What follows belongs to an exercise in optimizing a design on an open flow for small area; a production flow would make more cautious choices.
Function was checked by simulation only, so behaviour that the tests miss may differ from the original.
No activity file was given, so power comes from the tool's default toggle rates.

**flow/constraint.sdc**
```tcl
create_clock -name core_clock -period 10.0 [get_ports {clock_m2rx24}]
set_input_delay 2.0000 -clock core_clock [delete_from_list [all_inputs] [get_ports {clock_m2rx24}]]
set_output_delay 2.0000 -clock core_clock [all_outputs]
set_load 0.01 [all_outputs]
```
**flow/config.mk**
```make
export PLATFORM = sky130hd
export DESIGN_NAME = cmd_decoder
export DESIGN_NICKNAME = cmd_decoder
export VERILOG_FILES = /design/flow/design.v
export SDC_FILE = /design/flow/constraint.sdc
export NUM_CORES = 4
export LEC_CHECK = 0
export CAP_MARGIN = 20
export CORE_MARGIN = 2
export CORE_UTILIZATION = 40
export PLACE_DENSITY = 0.6
export SLEW_MARGIN = 20
```
**flow/design.v**
```verilog
module cmd_decoder
(
	md2udi, reset_, clock_m2rx24, rcvd_datareg, m2rxirqb,rst_out,load,tst_state,bit35
);
parameter word_size = 34;
parameter num_state_bits = 10;
parameter idle = 10'b0000000001;
parameter heading = 10'b0000000010;
parameter starting = 10'b0000000100;
parameter receiving = 10'b0000001000;
parameter waiting = 10'b0000010000;
parameter waiting1 = 10'b0000100000;
parameter idle1 = 10'b0001000000;
parameter heading1 = 10'b0010000000;
parameter starting1 = 10'b0100000000;
parameter receiving1 = 10'b1000000000;
parameter state_1=2'b01;
parameter state_2=2'b10;
parameter state_11=4'b01;
parameter state_22=4'b10;
	input md2udi;
	input reset_;
	input clock_m2rx24;
	output [15:0] rcvd_datareg;
	output m2rxirqb;
    output rst_out;
    output load;
    output [1:0] tst_state;
    output bit35;
reg [word_size-1:0] rcv_shftreg;
reg [23:0] sample_counter;
reg [34:0] bit_counter;
reg inc_bit_counter,clr_bit_counter;
reg inc_sample_counter,clr_sample_counter;
reg shift,load;
reg [15:0] rcvd_datareg;
reg [num_state_bits-1:0] state,next_state;
reg [1:0] state_ii,next_state_ii;
reg [6:0] headreg ;
reg headshift ;
reg headshift_clr ;
reg loaddata ;
reg m2rxirq_out;
reg m2rxirqb ;
reg [8:0] int_counter ;
reg int_counter_inc ;
reg int_counter_clr ;
reg md2udireg;
reg rst_out;
reg rst_out_en;
reg [1:0] state_iii , next_state_iii ;
reg [34:0] rst_counter ;
reg rst_counter_clr , rst_counter_inc;
reg [1:0] tst_state;
reg [1:0] tst_state_q;
wire bit35;
assign bit35=bit_counter[34];
always @(posedge clock_m2rx24)
begin
	if(reset_ == 0)
		md2udireg <= 1'b0;
	else if(state == idle || state == idle1 || state == waiting || state == waiting1)
		md2udireg <= md2udi;
end
always @(posedge clock_m2rx24, negedge reset_)
begin
     if(reset_==0)
     begin
        state<=idle;
     end       
     else
        begin
            state<=next_state;
        end
end
always @(posedge clock_m2rx24, negedge reset_)
begin
    if(reset_==0)
        tst_state_q <= 2'b00;
    else
        tst_state_q <= tst_state;
end
always @(state,md2udireg,headreg,sample_counter,bit_counter,rcv_shftreg,tst_state_q)
begin
    m2rxirq_out=0;
	clr_sample_counter=0;
	clr_bit_counter=0;
	inc_sample_counter=0;
	inc_bit_counter=0;
	shift=0;
	load=0;
	headshift = 0 ;
	headshift_clr = 0 ;
	loaddata = 0 ;
	next_state=state;
    rst_out_en = 0;
    tst_state = tst_state_q;
	case(state)
	idle:
		if(md2udireg == 1)
			begin
				next_state = heading ;
				headshift_clr = 1 ;
                tst_state=2'b00;
			end
	heading:
		if(sample_counter != 24'b000000000000001000000000)
			inc_sample_counter = 1 ;
		else
			begin
				headshift = 1 ;
				next_state = starting ;
				clr_sample_counter = 1 ;
			end
	starting:
		begin
            tst_state=2'b01;
			if(sample_counter != 24'b100000000000000000000000)
				inc_sample_counter = 1 ;
			else
				begin
				headshift = 1 ;
				clr_sample_counter = 1 ;
				end
			if( (headreg == 7'b0001001) || (headreg == 7'b0001010) || (headreg == 7'b0000101) || (headreg == 7'b0000110) ) 
                begin
					loaddata = 1 ;
					next_state = receiving ;
				end
            if(headreg == 7'b0000000)
				next_state = idle ;
		end
	receiving:
		if(sample_counter != 24'b100000000000000000000000)
        begin
			inc_sample_counter=1;
            tst_state=2'b10;
        end
		else
			begin
				clr_sample_counter=1;
				if(bit_counter!=35'b10000000000000000000000000000000000)
					begin
						shift=1;
						inc_bit_counter=1;
					end
				else
					begin					
						clr_bit_counter=1;
						load=1;
						headshift_clr = 1 ;
                        tst_state=2'b11;
                        case({rcv_shftreg[33],rcv_shftreg[31],rcv_shftreg[29],rcv_shftreg[27],rcv_shftreg[25],rcv_shftreg[23],rcv_shftreg[21],rcv_shftreg[19],rcv_shftreg[17],rcv_shftreg[15],rcv_shftreg[13],rcv_shftreg[11]})                            
                            12'b1001_1001_0011:
                            begin
                                m2rxirq_out = 1'b1; 
                                next_state = waiting1;
                            end 
                            12'b1001_1001_0010:
                            begin
                                m2rxirq_out = 1'b1; 
                                next_state = waiting1;
                            end                       
                            12'b1001_1001_0101:
                            begin
                                m2rxirq_out = 1'b1; 
                                next_state = waiting1;
                            end
                            12'b1001_1001_0110:
                            begin
                                m2rxirq_out = 1'b1; 
                                next_state = waiting1;
                            end
                            12'b1001_1001_0111:
                            begin
                                m2rxirq_out = 1'b1; 
                                next_state = waiting1;
                            end
                            12'b1001_1001_1000:
                            begin
                                m2rxirq_out = 1'b1; 
                                next_state = waiting1;
                            end
                            12'b1001_1001_1010:
                            begin
                                m2rxirq_out = 1'b1; 
                                next_state = waiting1;
                            end
                            12'b1001_1001_0001:
                            begin
                                m2rxirq_out = 1'b1; 
                                next_state = waiting;
                            end
                            12'b1001_1001_0100:
                            begin
                                m2rxirq_out = 1'b1; 
                                next_state = waiting;
                            end
                            12'b1001_1001_0000:
                            begin
                                m2rxirq_out = 1'b1; 
                                next_state = waiting;
                            end
                            12'b1001_1001_1001:
                            begin
                                m2rxirq_out = 1'b1; 
                                next_state = waiting1;
                            end
                            12'b0000_0011_0100:
                            begin
                                m2rxirq_out = 1'b1; 
                                next_state = waiting;
                            end
							default:
								next_state=waiting;
						endcase		 
                        if(({rcv_shftreg[33],rcv_shftreg[31],rcv_shftreg[29],rcv_shftreg[27],rcv_shftreg[25],rcv_shftreg[23],rcv_shftreg[21],rcv_shftreg[19],rcv_shftreg[17],rcv_shftreg[15],rcv_shftreg[13],rcv_shftreg[11],rcv_shftreg[9],rcv_shftreg[7],rcv_shftreg[5],rcv_shftreg[3]})
				        == 16'b0000_0011_0000_0000)
                            rst_out_en = 1; 
                   end
			end
	waiting:
		if(md2udireg == 1)
		   next_state = idle;
	waiting1:
		if(md2udireg == 0)
        	next_state = idle1;
	idle1:
        begin
        tst_state=2'b00;
		if(md2udireg == 1)
			begin
				next_state = heading1 ;
				headshift_clr = 1 ;
			end
        end
	heading1:
		if(sample_counter != 24'b000000000000001000000000)
        begin
			inc_sample_counter = 1 ;
        end
		else
			begin
				headshift = 1 ;
				next_state = starting1 ;
				clr_sample_counter = 1 ;
			end
	starting1:
		begin
            tst_state=2'b01;
			if(sample_counter != 24'b100000000000000000000000)
					inc_sample_counter = 1 ;
				else
					begin
					headshift = 1 ;
					clr_sample_counter = 1 ;
					end
			if(headreg == 7'b1111001 || headreg == 7'b1111010 || headreg == 7'b1110101 || headreg == 7'b1110110) 
				begin
					loaddata = 1 ;
					next_state = receiving1 ;
				end
			if((headreg == 7'b0001001) || (headreg == 7'b0001010) || (headreg == 7'b0000101) || (headreg == 7'b0000110)) 
				begin
					loaddata = 1 ;
					next_state = receiving ;
				end
            if(headreg == 7'b0000000)
				next_state = idle ;
		end
	receiving1:
		if(sample_counter != 24'b100000000000000000000000)
        begin
			inc_sample_counter=1;
            tst_state=2'b10;
        end
		else
			begin
				clr_sample_counter=1;
				if(bit_counter!=35'b10000000000000000000000000000000000)
					begin
						shift=1;
						inc_bit_counter=1;
					end
				else
					begin
						next_state = waiting1;
						clr_bit_counter=1;
						load=1;
						headshift_clr = 1 ;
						m2rxirq_out = 1'b1;
                        tst_state=2'b11;		 
					end
			end		
    default:       
           next_state = idle;
   endcase 
end
always @(posedge clock_m2rx24, negedge reset_)
begin
	if(reset_==0)
		begin
			sample_counter<=24'b000000000000000000000001;
			bit_counter<=35'b00000000000000000000000000000000001;
			rcvd_datareg<=0;
			rcv_shftreg<=0;
			headreg <= 7'b0000000 ;
		end
	else
		begin
			if(headshift_clr == 1)
				headreg <= 7'b0000000 ;
			if(clr_sample_counter==1)
				sample_counter<=24'b000000000000000000000001;
			if(inc_sample_counter==1)
				sample_counter<={sample_counter[22:0],1'b0};
			if(clr_bit_counter==1)
				bit_counter<=35'b00000000000000000000000000000000001;
			if(inc_bit_counter==1)
				bit_counter<={bit_counter[33:0],1'b0};
			if(loaddata == 1)
				begin
					bit_counter<=35'b00000000000000000000000000000010000;
					rcv_shftreg<={rcv_shftreg[29:0],headreg[3:0]};
				end
			if(shift==1)
				rcv_shftreg<={rcv_shftreg[word_size-2:0],md2udi};
			if(headshift == 1)
				headreg <= {headreg[5:0],md2udi} ;
			if(load==1)
				begin
					rcvd_datareg[15]<=rcv_shftreg[33];
					rcvd_datareg[14]<=rcv_shftreg[31];
					rcvd_datareg[13]<=rcv_shftreg[29];
					rcvd_datareg[12]<=rcv_shftreg[27];
					rcvd_datareg[11]<=rcv_shftreg[25];
					rcvd_datareg[10]<=rcv_shftreg[23];
					rcvd_datareg[9]<=rcv_shftreg[21];
					rcvd_datareg[8]<=rcv_shftreg[19];
					rcvd_datareg[7]<=rcv_shftreg[17];
					rcvd_datareg[6]<=rcv_shftreg[15];
					rcvd_datareg[5]<=rcv_shftreg[13];
					rcvd_datareg[4]<=rcv_shftreg[11];
					rcvd_datareg[3]<=rcv_shftreg[9];
					rcvd_datareg[2]<=rcv_shftreg[7];
					rcvd_datareg[1]<=rcv_shftreg[5];
					rcvd_datareg[0]<=rcv_shftreg[3];
				end
		end
end
always @(state_ii,m2rxirq_out,int_counter)
begin
	m2rxirqb=0;
	int_counter_inc = 0 ;
	int_counter_clr = 0 ;
	next_state_ii=state_ii ;
	case(state_ii)
	state_1:
		if(m2rxirq_out==1 )
			next_state_ii=state_2;
	state_2:
			if(int_counter == 9'b100000000)
				begin
					int_counter_clr = 1 ;
					m2rxirqb = 1 ;
					next_state_ii=state_1;
				end
			else
				begin
					int_counter_inc = 1 ;
					m2rxirqb = 1 ;
				end
	default:
		next_state_ii=state_1;
	endcase
end
always @(posedge clock_m2rx24, negedge reset_)
begin
	if(reset_==0)
		begin
			state_ii <= state_1 ;
			int_counter <= 9'b000000001 ;
		end
	else
		begin
			state_ii <= next_state_ii ;
			if(int_counter_inc == 1)
				int_counter <= {int_counter[7:0],1'b0} ;
			if(int_counter_clr == 1)
				int_counter <= 9'b000000001 ;
		end
end
always @(state_iii,rst_counter,rst_out_en)
begin
    rst_out = 1;
    rst_counter_clr = 0;
    rst_counter_inc = 0;
    next_state_iii = state_iii;
    case(state_iii)
    state_11:
    begin
        if(rst_out_en == 1)
            next_state_iii = state_22;
    end
    state_22:
    begin
        rst_out = 0; 
        if(rst_counter == 35'b10000000000000000000000000000000000)
        begin
            rst_counter_clr = 1 ;
			next_state_iii = state_11;
		end
        else
            rst_counter_inc = 1 ;
    end
    default:
        next_state_iii = state_11;
    endcase
end
always @(posedge clock_m2rx24)
begin
		if(rst_out_en == 0)
			begin
				state_iii<=state_11;
				rst_counter <= 35'b00000000000000000000000000000000001;
			end
		else
			begin
				state_iii<=next_state_iii;
				if(rst_counter_inc == 1)
					rst_counter <= {rst_counter[33:0],1'b0} ;
				if(rst_counter_clr == 1)
					rst_counter <= 35'b00000000000000000000000000000000001;
			end
end
endmodule
```
**flow/run.sh**
```bash
#!/bin/bash
# synth_recipe.tcl (not shown) runs the flow's synth.tcl, then flattens the netlist and writes it again
# the make line also repeats each setting of config.mk as NAME=value (left out here)
make -C /OpenROAD-flow-scripts/flow DESIGN_CONFIG=/design/flow/config.mk WORK_HOME=/design/flow/orfs CLKGATE_MAP_FILE= SYNTH_SCRIPT=/design/flow/synth_recipe.tcl finish
```
==> metrics.csv <==
metric,value,unit
Fillers,1718,
Starting Density,41.0,%
CP Cell Sequence,"nor4_1, nand4_1, nor3_2, nand3_2, inv_1, o22ai_1, nand2_1, clkdlybuf4s50_1",
I/O pins,25,
clock sinks,177,
number of synthesized flops with an enable pin,0,
Cell Int Power,1.20,mW
status,"complete, no violations",
Critical Path Max Stage Delay,550,ps
reg2reg end,rcv_shftreg[8],
Final Util,46.5,%
Post-CTS Setup Bufs,0,
RSZ-0062 raised after global routing,false,
Core Region,18800,µm²
post-route minimum period,5330,ps
Die ar.,20500,µm²
final wirelength,15100,µm
sequential fraction of design power,45.7,%
FF-to-FF path depth,6,
Max-cap violations,0,
Horiz. Die Dim,143,µm
Final Hold Viols,0,
hold path start,rst_counter[11],
Syn Nets,694,
Synth Warn #,1,
r2r setup slk,6640,ps
mapped cell area,7730,µm²
1st-iter DRT viols,427,
Post-CTS Hold Buffers,0,
most frequently used flop master after synthesis,dfrtp_1,
Post-DRT Antenna Nets,0,
first-pass GRT wire length,26600,µm
Port Buf Inserts,24,
Worst Path Max Fanout,19,
top cell type's share of synthesized area,43.4,%
Hold Path Sink,rst_counter[12],
sw frac,26.7,%
Setup CP Type,register to primary output,
synthesized instance count,691,
Startpoint Class,register,
skew final,11.4,ps
Mapped Avg Cell Area,11.2,µm²
Vias/cell,5.37,
final net count,699,
clock power share,42.0,%
pin count of the biggest net entering global routing,81,
# resized after CTS,0,
WHS Path Cells,2,
die height,143,µm
Clock Latency Late Sink,420,ps
fin crit share,53.3,%
Slew @ Worst Pin,1060,ps
hold crit path type,register to register,
synth top area cells,"dfrtp_1 43%, dfxtp_1 9.8%, mux2i_1 8.5%",
Antenna diodes,0,
vias in the first global route,5231,
clk root buf,clkbuf_16,
share of flip-flops with an asynchronous set or reset,78.5,%
Total GRT Usage,16.1,%
clock tree buffer depth,2,
TritonRoute pass-1 iters,4,
Comb pwr share,12.3,%
GPL Wtd Cong,0.866,
TNS Setup,0,ps
Non-Filler Instances,969,
largest area contributor in the netlist,dfrtp_1,
Rows,50,
leakage power,3.87,nW
DR WL/cell,15.6,µm
total grt overflow,0,
placed cells,937,
worst path required time,8000,ps
Max Fclk,0.188,GHz
Area growth syn-to-layout,13.2,%
#FFs+latches synth,177,
DRC,0,
final count of pins violating max slew,0,
hpwl dp,10000,µm
number of distinct library cells after synthesis,66,
sequential-to-total area share from yosys stat,54.9,%
Worst Path Arrival,3330,ps
H-tree Lvls,4,
CTS Buf Count,17,
initial antenna violation count,0,
CTS tree,yes,
pwr/cell area,187,nW/µm²
Worst-path clk slew,70,ps
share of cells above drive strength 1,12.7,%
critical path's slowest cell,clkdlybuf4s50_1,
Critical Path Sink Type,primary output,
max_slew headroom,29.3,%
total number of vias,5203,
Setup Viol. Count Final,0,
RR Startpoint,state[1],
sw power,0.436,mW
Max IR drop VDD,0.123,mV
## logic make-up (layout without fill, tap and decap cells)
| family | after synthesis | in the layout | share of synthesized area (%) |
|---|---|---|---|
| AND/OR/NAND/NOR | 213 | 213 | 14.7 |
| XOR/XNOR | 7 | 7 | 0.793 |
| AO/OA/AOI/OAI | 150 | 150 | 14.3 |
| buffers and inverters | 56 | 74 | 3.43 |
| flip-flops | 177 | 177 | 54.9 |
| multiplexers | 88 | 88 | 11.9 |
## state kept, by name, summed over array words and instances (netlist names)
name,cells
headreg,7
rcvd_datareg,16
bit_counter,35
sample_counter,24
rst_counter,35
tst_state_q,2
int_counter,9
state,10
rcv_shftreg,34
md2udireg,1
state_ii,2
state_iii,2
## layer usage
layer | wire [µm] | vias up | global-route usage, % | share of wire [%]
li1 | - | 2539 | - | -
met1 | 7400 | 2560 | 23.0 | 49
met2 | 7000 | 84 | 24.5 | 46
met3 | 451 | 20 | 3.22 | 3.0
met4 | 295 | 0 | 5.84 | 1.9
met5 | 0 | - | 0 | 0
## cells in the mapped netlist (13+ instances only)
library cell	count
clkbuf_1	18
nor2_1	49
a21oi_1	13
a22o_1	56
nor4_1	21
mux2_2	19
mux2i_1	66
o21ai_0	32
o21ai_1	14
nor3_1	13
inv_1	13
buf_2	14
dfrtp_1	134
nand2_1	71
dfxtp_1	38
## power groups by stage
| stage | clock network, mW | logic (mW) | registers [mW] |
|---|---|---|---|
| after floorplan | 0 | 0.169 | 0.743 |
| final | 0.686 | 0.201 | 0.747 |
| after global placement | 0 | 0.198 | 0.758 |
| after CTS | 0.704 | 0.202 | 0.746 |
| after global routing | 0.737 | 0.223 | 0.748 |
| after detailed placement | 0 | 0.202 | 0.759 |
## layout by cell type (no fill, tap or decap), types with 5 or more instances in the layout
cell type	netlist	layout
nand4_1	7	7
nor3_1	13	13
a22o_1	56	56
nor2_1	49	49
mux2_2	19	19
o21ai_0	32	32
nor4_1	21	21
xor2_1	5	5
clkbuf_16	0	19
dfstp_2	5	5
inv_1	13	13
nor4b_1	5	5
o22ai_1	5	5
o21ai_1	14	14
mux2i_1	66	66
dfxtp_1	38	38
clkdlybuf4s50_1	0	23
nand3_1	6	6
nand2b_1	6	5
nand2_1	71	71
a21oi_1	13	13
dfrtp_1	134	134
## cell type report
| cell class | instances | area [µm²] | area share (%) |
|---|---|---|---|
| Sequential cell | 177 | 4250 | 48.5 |
| Multi-Input combinational cell | 458 | 3240 | 37.0 |
| Clock buffer | 23 | 520 | 5.95 |
| Tap cell | 260 | 325 | 3.72 |
| Timing Repair Buffer | 28 | 272 | 3.10 |
| Clock inverter | 9 | 100 | 1.14 |
| Inverter | 14 | 52.6 | 0.601 |
## per-stage QoR
stage	setup WS [ps]	total power [mW]	hold WS, ps	instance area, µm²
final	4670	1.63	468	8750
after global routing	4360	1.71	486	8750
after CTS	4580	1.65	469	8750
after detailed placement	5090	0.961	466	8130
after global placement	5180	0.956	458	8130
after floorplan	5960	0.912	444	7730
## worst max-delay path: cells and delay by family (launching register included)
family / cells / cell delay [ps]
flops: 1 / 410
compound gates: 1 / 110
buf+inv: 2 / 820
simple gates: 5 / 1550
## worst max path at each step
stage                         start           end  slack [ps]  cells past startpoint
CTS                 bit_counter[15]  tst_state[0]        4580                      8
floorplan                  state[1]  tst_state[0]        5960                      9
finish              bit_counter[15]  tst_state[0]        4670                      8
global placement     bit_counter[1]  tst_state[0]        5180                      8
detailed placement  bit_counter[12]  tst_state[0]        5090                      8
global route        bit_counter[15]  tst_state[0]        4360                      8

port drivers added, routing unchanged:
In the flow no input, the clock included, has a driving cell. The finished layout below was timed again as built, in two steps. Step 1: set_driving_cell puts a clkbuf_16 on clock_m2rx24 and a buf_2 on each other input, an assumption about the parent block. Step 2 adds t to the input delays and takes it off the output delays; t is the mean of the earliest and latest rising clock arrival at the registers after step 1. Input paths then give back, and output paths get back, about the clock's delay inside the block. Three values: ideal ports, drivers, drivers and shift; two values: the first two.
t (ns): 0.464
setup slack, ns: 4.672 / 4.626 / 5.090
worst hold slack (ns): 0.468 / 0.468 / 0.468
slew at the worst register clock pin (ns): 0.07 / 0.07
worst data-port slew with drivers (ns): 0.04
After both steps this run still meets setup and hold. For this run, drivers alone change the setup slack by -0.046 ns; drivers and shift together by +0.418 ns.
